Background: an optimization exercise with open tools, aiming at small area. Do not read the settings as production practice.
In this exercise RTL edits were held to simulation tests only and were not proved equivalent to the original.

==> flow/design.v (outline; a module is shown in full before it is edited, if it fits) <==
// module fa: 4 lines
// module ha: 4 lines
// module filter: 8511 lines
module filter (
  input  wire               clk,
  input  wire               reset,
  input  wire signed [15:0] data_in,
  output wire signed [34:0] data_out
);
  // ...
==> flow/flow/run.sh <==
#!/bin/bash
# The standard layout (standard.sh, every step unchanged) with two
# settings of its own:
#  - the clock tree clusters its sinks in groups of at most 14 within 70 um,
#    drives each cluster with a clkbuf_8, and adds no dummy balancing loads;
#  - the port buffers are buf_2 cells.
# The make output goes to standard.log; each step's log is under orfs/logs.
set -euo pipefail
export CTS_ARGS="-sink_clustering_enable -repair_clock_nets -dont_use_dummy_load -buf_list sky130_fd_sc_hd__clkbuf_8 -sink_clustering_size 14 -sink_clustering_max_diameter 70"
export BUFFER_PORTS_ARGS="-buffer_cell sky130_fd_sc_hd__buf_2"
bash standard.sh > standard.log 2>&1
==> flow/standard.sh <==
#!/bin/bash
# synth_recipe.tcl (not shown) runs the flow's synth.tcl, then flattens the netlist and writes it again
# the make line also repeats each setting of config.mk as NAME=value (left out here)
make -C /OpenROAD-flow-scripts/flow DESIGN_CONFIG=/design/flow/config.mk WORK_HOME=/design/flow/orfs CLKGATE_MAP_FILE= SYNTH_SCRIPT=/design/flow/synth_recipe.tcl "${@:-finish}"
==> flow/config.mk <==
export PLATFORM = sky130hd
export DESIGN_NAME = filter
export DESIGN_NICKNAME = filter
export VERILOG_FILES = /design/flow/design.v
export SDC_FILE = /design/flow/constraint.sdc
export NUM_CORES = 4
export LEC_CHECK = 0
export ABC_AREA = 1
export CAP_MARGIN = 20
export CORE_MARGIN = 2
export CORE_UTILIZATION = 65
export SLEW_MARGIN = 20
export SYNTH_HIERARCHICAL = 1
export SYNTH_MINIMUM_KEEP_SIZE = 0
==> flow/constraint.sdc <==
create_clock -name core_clock -period 20.0 [get_ports {clk}]
set_input_delay 4.0000 -clock core_clock [delete_from_list [all_inputs] [get_ports {clk}]]
set_output_delay 4.0000 -clock core_clock [all_outputs]
set_load 0.01 [all_outputs]
==> qor.json, run 1 <==
{
  "post_synth.cell_area_avg_um2": 13.9,
  "critPathMaxFanout": 2,
  "multi_input_gate_share_of_total_cell_area_pct": 59.0,
  "synthesis.instances": 6853,
  "grt.met1_usage_pct": 67.9,
  "netlist.top_cell.by_area": "sky130_fd_sc_hd__fa_1",
  "synth_edf_count": 0,
  "worst-setup-path-type": "flip-flop to flip-flop",
  "die_w_um": 386,
  "vias_after_detailed_routing": 55561,
  "arithmetic_cell_share_of_the_synthesized_area_counting_full_adders_half_adders_and_majority_gates_pct": 54.6,
  "layout.clock.cell_area_share_pct": 2.06,
  "synthesis.area_um2": 95100,
  "die-area_um2": 149000,
  "cp_common_cell": "sky130_fd_sc_hd__fa_1",
  "rsz_0062_raised_after_global_routing": "false",
  "dpl_worst_slack_ns": 0.672,
  "antenna_violations_before_repair": 21,
  "seq_cell_area_um2": 33100,
  "outcome": "complete, no violations",
  "post_dp_cell_area_um2": 96700,
  "synthArstFlopShare_pct": 0,
  "worstRegToRegCells": 47,
  "relSlewSlack_pct": 24.4,
  "final_nets": 9529
}
==> inputs of run 2 (changes only) <==
--- a/flow/design.v
+++ b/flow/design.v
@@ -5713,63 +5713,30 @@
   wire s5275;
   wire c5276;
   wire s5277;
   wire c5278;
   wire s5279;
   wire c5280;
   wire g5281;
   wire g5282;
-  wire g5283;
-  wire g5284;
-  wire g5285;
-  wire g5286;
-  wire g5287;
-  wire g5288;
-  wire g5289;
-  wire g5290;
-  wire g5291;
-  wire g5292;
-  wire g5293;
-  wire g5294;
-  wire g5295;
-  wire g5296;
-  wire g5297;
-  wire g5298;
-  wire g5299;
-  wire g5300;
-  wire g5301;
-  wire g5302;
-  wire g5303;
-  wire g5304;
-  wire g5305;
-  wire g5306;
-  wire g5307;
-  wire g5308;
-  wire g5309;
-  wire g5310;
-  wire g5311;
-  wire g5312;
-  wire g5313;
-  wire g5314;
-  wire g5315;
-  wire g5316;
-  wire g5317;
-  wire g5318;
-  wire g5319;
-  wire g5320;
-  wire g5321;
-  wire g5322;
-  wire g5323;
-  wire g5324;
-  wire g5325;
-  wire g5326;
-  wire g5327;
-  wire g5328;
-  wire g5329;
+  wire s5283;
+  wire c5284;
+  wire s5285;
+  wire c5286;
+  wire s5287;
+  wire c5288;
+  wire s5289;
+  wire c5290;
+  wire s5291;
+  wire c5292;
+  wire s5293;
+  wire c5294;
+  wire s5295;
+  wire c5296;
   ha us1 (.a(x48[0]), .b(x52[0]), .s(s1), .co(c2));
   fa us3 (.a(x48[1]), .b(x52[1]), .c(c2), .s(s3), .co(c4));
   fa us5 (.a(x48[2]), .b(x52[2]), .c(c4), .s(s5), .co(c6));
   fa us7 (.a(x48[3]), .b(x52[3]), .c(c6), .s(s7), .co(c8));
   fa us9 (.a(x48[4]), .b(x52[4]), .c(c8), .s(s9), .co(c10));
   fa us11 (.a(x48[5]), .b(x52[5]), .c(c10), .s(s11), .co(c12));
   fa us13 (.a(x48[6]), .b(x52[6]), .c(c12), .s(s13), .co(c14));
   fa us15 (.a(x48[7]), .b(x52[7]), .c(c14), .s(s15), .co(c16));
@@ -8462,58 +8429,19 @@
   assign g5271 = ~(~c5260 ^ s5269);
   assign g5272 = ~c5260 | s5269;
   fa us5273 (.a(c5262), .b(c5264), .c(c3270), .s(s5273), .co(c5274));
   fa us5275 (.a(c5266), .b(s5273), .c(c5268), .s(s5275), .co(c5276));
   fa us5277 (.a(s5275), .b(c5270), .c(g5272), .s(s5277), .co(c5278));
   fa us5279 (.a(c5274), .b(~c4528), .c(c5276), .s(s5279), .co(c5280));
   assign g5281 = ~(s5279 ^ c5278);
   assign g5282 = s5279 | c5278;
-  assign g5283 = r26_0 & ~r26_1;
-  assign g5284 = r26_0 ^ ~r26_1;
-  assign g5285 = r28_0 & ~r28_1;
-  assign g5286 = r28_0 ^ ~r28_1;
-  assign g5287 = ~r30_0 & r30_1;
-  assign g5288 = ~r30_0 ^ r30_1;
-  assign g5289 = r32_0 & r32_1;
-  assign g5290 = r32_0 ^ r32_1;
-  assign g5291 = r21_0 & r20_0;
-  assign g5292 = r23_0 & r22_0;
-  assign g5293 = r25_0 & r24_0;
-  assign g5294 = r27_0 & g5283;
-  assign g5295 = r27_0 & g5284;
-  assign g5296 = r29_0 & g5285;
-  assign g5297 = r29_0 & g5286;
-  assign g5298 = r31_0 & g5287;
-  assign g5299 = r31_0 & g5288;
-  assign g5300 = r22_0 & g5291;
-  assign g5301 = g5292 & g5291;
-  assign g5302 = g5284 & g5293;
-  assign g5303 = g5295 & g5293;
-  assign g5304 = g5287 | (g5288 & g5296);
-  assign g5305 = g5288 & g5297;
-  assign g5306 = g5298 | (g5299 & g5296);
-  assign g5307 = g5299 & g5297;
-  assign g5308 = r24_0 & g5301;
-  assign g5309 = g5293 & g5301;
-  assign g5310 = g5302 & g5301;
-  assign g5311 = g5303 & g5301;
-  assign g5312 = g5289 | (g5290 & g5306);
-  assign g5313 = g5290 & g5307;
-  assign g5314 = g5285 | (g5286 & g5294);
-  assign g5315 = g5286 & g5311;
-  assign g5316 = g5296 | (g5297 & g5294);
-  assign g5317 = g5297 & g5311;
-  assign g5318 = g5304 | (g5305 & g5294);
-  assign g5319 = g5305 & g5311;
-  assign g5320 = g5306 | (g5307 & g5294);
-  assign g5321 = g5307 & g5311;
-  assign g5322 = g5312 | (g5313 & g5294);
-  assign g5323 = g5313 & g5311;
-  assign g5324 = r27_0 ^ g5283;
-  assign g5325 = g5286 ^ g5294;
-  assign g5326 = r29_0 ^ g5314;
-  assign g5327 = g5288 ^ g5316;
-  assign g5328 = r31_0 ^ g5318;
-  assign g5329 = g5290 ^ g5320;
-  wire [32:0] y = {g5329, g5328, g5327, g5326, g5325, g5324, g5284, r25_0, r24_0, r23_0, r22_0, r21_0, r20_0, r19_0, r18_0, r17_0, r16_0, r15_0, r14_0, ~r13_0, r12_0, ~r11_0, r10_0, r9_0, ~r8_0, r7_0, r6_0, r5_0, r4_0, r3_0, r2_0, ~r1_0, ~r0_0};
+  assign s5283 = r26_0 ^ ~r26_1;
+  assign c5284 = r26_0 & ~r26_1;
+  ha us5285 (.a(r27_0), .b(c5284), .s(s5285), .co(c5286));
+  fa us5287 (.a(r28_0), .b(~r28_1), .c(c5286), .s(s5287), .co(c5288));
+  ha us5289 (.a(r29_0), .b(c5288), .s(s5289), .co(c5290));
+  fa us5291 (.a(r30_1), .b(~r30_0), .c(c5290), .s(s5291), .co(c5292));
+  ha us5293 (.a(r31_0), .b(c5292), .s(s5293), .co(c5294));
+  fa us5295 (.a(r32_1), .b(r32_0), .c(c5294), .s(s5295), .co(c5296));
+  wire [32:0] y = {s5295, s5293, s5291, s5289, s5287, s5285, s5283, r25_0, r24_0, r23_0, r22_0, r21_0, r20_0, r19_0, r18_0, r17_0, r16_0, r15_0, r14_0, ~r13_0, r12_0, ~r11_0, r10_0, r9_0, ~r8_0, r7_0, r6_0, r5_0, r4_0, r3_0, r2_0, ~r1_0, ~r0_0};
   assign data_out = {y[32], y[32], y};
 endmodule
==> run 2 against run 1 <==
Effect of this change: non-clock buffer count rose by 7; synthesized cell count is 0.29% lower; cell count is 0.25% lower; utilization about the same.
==> qor.json, run 2 <==
{
  "final_nets": {"value": 9519, "change": "-0.10%"},
  "finalCritPeriodShare_pct": 98.0,
  "grt_pass1_vias": 58773,
  "netlist.top_cell.by_area": "sky130_fd_sc_hd__fa_1",
  "vias_after_detailed_routing": {"value": 55245, "change": "-0.57%"},
  "post_synth.cell_area_avg": {"value": 13.9, "unit": "um^2", "change": "+0.22%"},
  "worstSkewPairLatency_ns": 0.99,
  "route.detailed.wl_per_inst_um": 41.7,
  "synth_seq_area_share_pct": 34.8,
  "fillers": 10418,
  "min_period_ns": 19.60,
  "rows": 140,
  "finalWirelength_mm": 366,
  "yosys_most_used_dff": "sky130_fd_sc_hd__dfxtp_1",
  "clock-root-buffer": "sky130_fd_sc_hd__clkbuf_8",
  "synthTopCellsByArea": "sky130_fd_sc_hd__fa_1 (53%), sky130_fd_sc_hd__dfxtp_1 (35%), sky130_fd_sc_hd__nor2_1 (3.3%)",
  "arithmetic_cell_share_of_the_synthesized_area_counting_full_adders_half_adders_and_majority_gates": {"value": 54.7, "unit": "%", "change": "+0.084 points"},
  "antenna_violations_before_repair": {"value": 24, "change": "+14%"},
  "hold_violations": 0,
  "cts_inserted_buffers": 149,
  "sum_of_negative_setup_slack_ns": 0,
  "combined_area_of_the_multi_input_logic_cells_um2": 58200,
  "complex_gate_fraction_of_the_synthesized_area_pct": 0,
  "final-setup-viol-count": 0,
  "h-tree-depth": 4,
  "holdPathStages": 1,
  "die_h_um": 386,
  "cp.arrival_ns": 20.37,
  "core_region_area_um2": 145000,
  "grt_remaining_overflow": 0,
  "die_w": {"value": 386, "unit": "um", "change": "about the same"},
  "synth_seq_cells": 1653,
  "detailedRoute.firstPassIterationCount": 8,
  "fmaxAchievable_mhz": 51.0,
  "finClkSkew_ns": 0.145,
  "seq_cell_area": {"value": 33100, "unit": "um^2", "change": "unchanged"},
  "num_io_pins": 53,
  "layout.cells.most_common_list": "sky130_fd_sc_hd__fa_1 (2509), sky130_fd_sc_hd__dfxtp_1 (1653), sky130_fd_sc_hd__nor2_1 (829)",
  "layout_commonest_cell": "sky130_fd_sc_hd__fa_1",
  "critPathTopFamily": "adder cells",
  "startpoint_class": "flip-flop",
  "cts_num_sinks": 1653,
  "die-area": {"value": 149000, "unit": "um^2", "change": "about the same"},
  "worstSetupPathDepth": 48,
  "relSlewSlack": {"value": 28.6, "unit": "%", "change": "+4.3 points"},
  "synth_warnings": 7,
  "area_added_between_synthesis_and_finish_pct": 4.00,
  "max-clock-path-buffers": 3,
  "gp_routability_congestion": 1.12,
  "layout-drive-gt1-share_pct": 3.52,
  "synthesis.instances": {"value": 6833, "change": "-0.29%"},
  "synth.net_count": 9498,
  "cts.reportedPaths.clkPinSlew_ns": 0.09,
  "synth_top_family_by_area": "adder cells",
  "cts_setup_buffers": 0,
  "critical_path.endpoint_type": "flip-flop",
  "worstRegToRegCells": {"value": 48, "change": "+2.1%"},
  "port_buffers": 52,
  "critPathMaxFanout": {"value": 3, "change": "+1"},
  "setup_ws_ns": 0.404,
  "max_cap_violations": 0,
  "cp_common_cell": "sky130_fd_sc_hd__fa_1",
  "dp_hpwl_mm": 328,
  "count_of_pins_over_their_slew_limit": 0,
  "worst_hold_path_type": "flip-flop to flip-flop",
  "route.antenna.remaining_nets": 0,
  "grt_start_max_net_pins": 166,
  "drc_violations": 0,
  "rsz_0062_raised_after_global_routing": "false",
  "initial_core_util_pct": 65.3,
  "yosys.area_share.simple_pct": 6.56,
  "leading_cell_types_by_count_after_synthesis": "sky130_fd_sc_hd__fa_1 (2511), sky130_fd_sc_hd__dfxtp_1 (1653), sky130_fd_sc_hd__nor2_1 (829), sky130_fd_sc_hd__nand2_1 (820), sky130_fd_sc_hd__inv_1 (663)",
  "timing.critical_path.slowest_cell_delay_ns": 0.95,
  "synthArstFlopShare": {"value": 0, "unit": "%", "change": "unchanged"},
  "synthesis.area": {"value": 95000, "unit": "um^2", "change": "about the same"},
  "worst-setup-path-type": "flip-flop to flip-flop",
  "post_synth_mux_area_share_pct": 0,
  "dpl_worst_slack": {"value": 0.574, "unit": "ns", "change": "-0.0976 ns"},
  "area_share_of_xor_xnor_cells_in_the_synthesized_design_pct": 0,
  "top_count_cell_post_synth": "sky130_fd_sc_hd__fa_1",
  "synth_edf_count": {"value": 0, "change": "unchanged"},
  "crit_buf_inv": 5,
  "outcome": "complete, no violations",
  "viasPerCell": 6.29,
  "highest_delay_cell_along_the_critical_path": "sky130_fd_sc_hd__fa_1",
  "global_route.usage.total_pct": 51.2,
  "tritoncts": "done",
  "cp_data_required_time_ns": 20.77,
  "yosys.cell_types.count": 13,
  "drtIter0Drc": 7749,
  "grt_first_pass_wirelength_mm": 490,
  "synthDominantCellAreaShare_pct": 52.9,
  "worst_pin_slew_ns": 1.07
}
[run 2: kinds of logic (layout without fill, tap and decap cells)]
group                      Yosys count  after routing
adders and majority gates         2647           2647
DFF                               1653           1653
buffers and inverters              877            896
and+or+nand+nor                   1656           1656
other                                0             13
[run 2: modules after synthesis, one instance, submodules excluded]
module | cell area, um^2 | times used | cells inside | flops+latches
fa | 20.0 | 2511 | 1 | 0
filter | 43800 | 1 | 4247 | 1653
ha | 12.5 | 75 | 1 | 0
[run 2: final cells by class]
type                       count  share of cell area, %
timing repair buffer          83                  0.522
tap                         1917                   2.43
antenna                       13                 0.0329
multi-input combinational   4303                   58.9
inverter                     664                   2.53
clock buffer                 149                   2.08
sequential                  1653                   33.5
[run 2: worst register-to-register path, delay by kind of cell, from the launching register on]
kind | cells | cell delay (ns)
fa+ha+maj | 42 | 18.63
buf+inv | 5 | 0.46
flops | 1 | 0.34
simple gates | 1 | 0.10
[run 2: final timing paths]
check	start	endpoint	slack [ns]
worst max register to register	x48[0]	r31_0	0.40
worst max-delay path	x48[0]	r31_0	0.40
worst min-delay path	x9[0]	x10[0]	0.35
worst min register to register	x9[0]	x10[0]	0.35
[run 2: through the flow]
stage	cell area [um^2]	cells	hold slack, ns	utilization (%)
floorplan	95000	6833	0.370	-
global placement	96700	8620	0.374	66.5
detailed placement	96700	8620	0.379	66.5
CTS	98800	8769	0.347	67.9
global route	98800	8770	0.365	67.9
finish	98800	8782	0.351	68.0
[run 2: what timing repair did]
action,CTS,global route
hold buffers,0,0
gates resized for setup,0,2
endpoints found under the setup margin,0,1
[run 2: routing by layer]
metal / up-vias / track usage [%] / wire, um
met4: 22 / 26.6 / 24600
met5: - / 0.0325 / 157
met2: 4637 / 64.6 / 142000
met3: 940 / 31.0 / 68400
met1: 29728 / 68.9 / 131000
li1: 19918 / - / -

what the ideal ports hide:
How much do the figures lean on ideal ports? The routed layouts below were timed once more, with nothing changed but the port constraints. Step 1 (the two cells are an assumption about what drives the block):
set clk [get_ports {clk}]
set_driving_cell -lib_cell sky130_fd_sc_hd__clkbuf_16 $clk
set_driving_cell -lib_cell sky130_fd_sc_hd__buf_2 [delete_from_list [all_inputs] $clk]
Step 2 also shifts input and output timing later by t, the mid clock arrival at the registers, as if the neighbouring blocks saw the same clock. Three values: ideal, step 1, step 2; two values: the first two.
| run | t, ns | setup slack, ns | hold slack, ns | slew at the worst register clock pin (ns) | cell pins on the clock port's net |
|---|---|---|---|---|---|
| run 1 | 0.993 | 0.566 / 0.566 / 0.566 | 0.359 / 0.359 / 0.359 | 0.11 / 0.11 | 1 |
| run 2 | 0.993 | 0.404 / 0.404 / 0.404 | 0.351 / 0.351 / 0.351 | 0.11 / 0.11 | 1 |
After both steps every run listed still meets setup and hold.
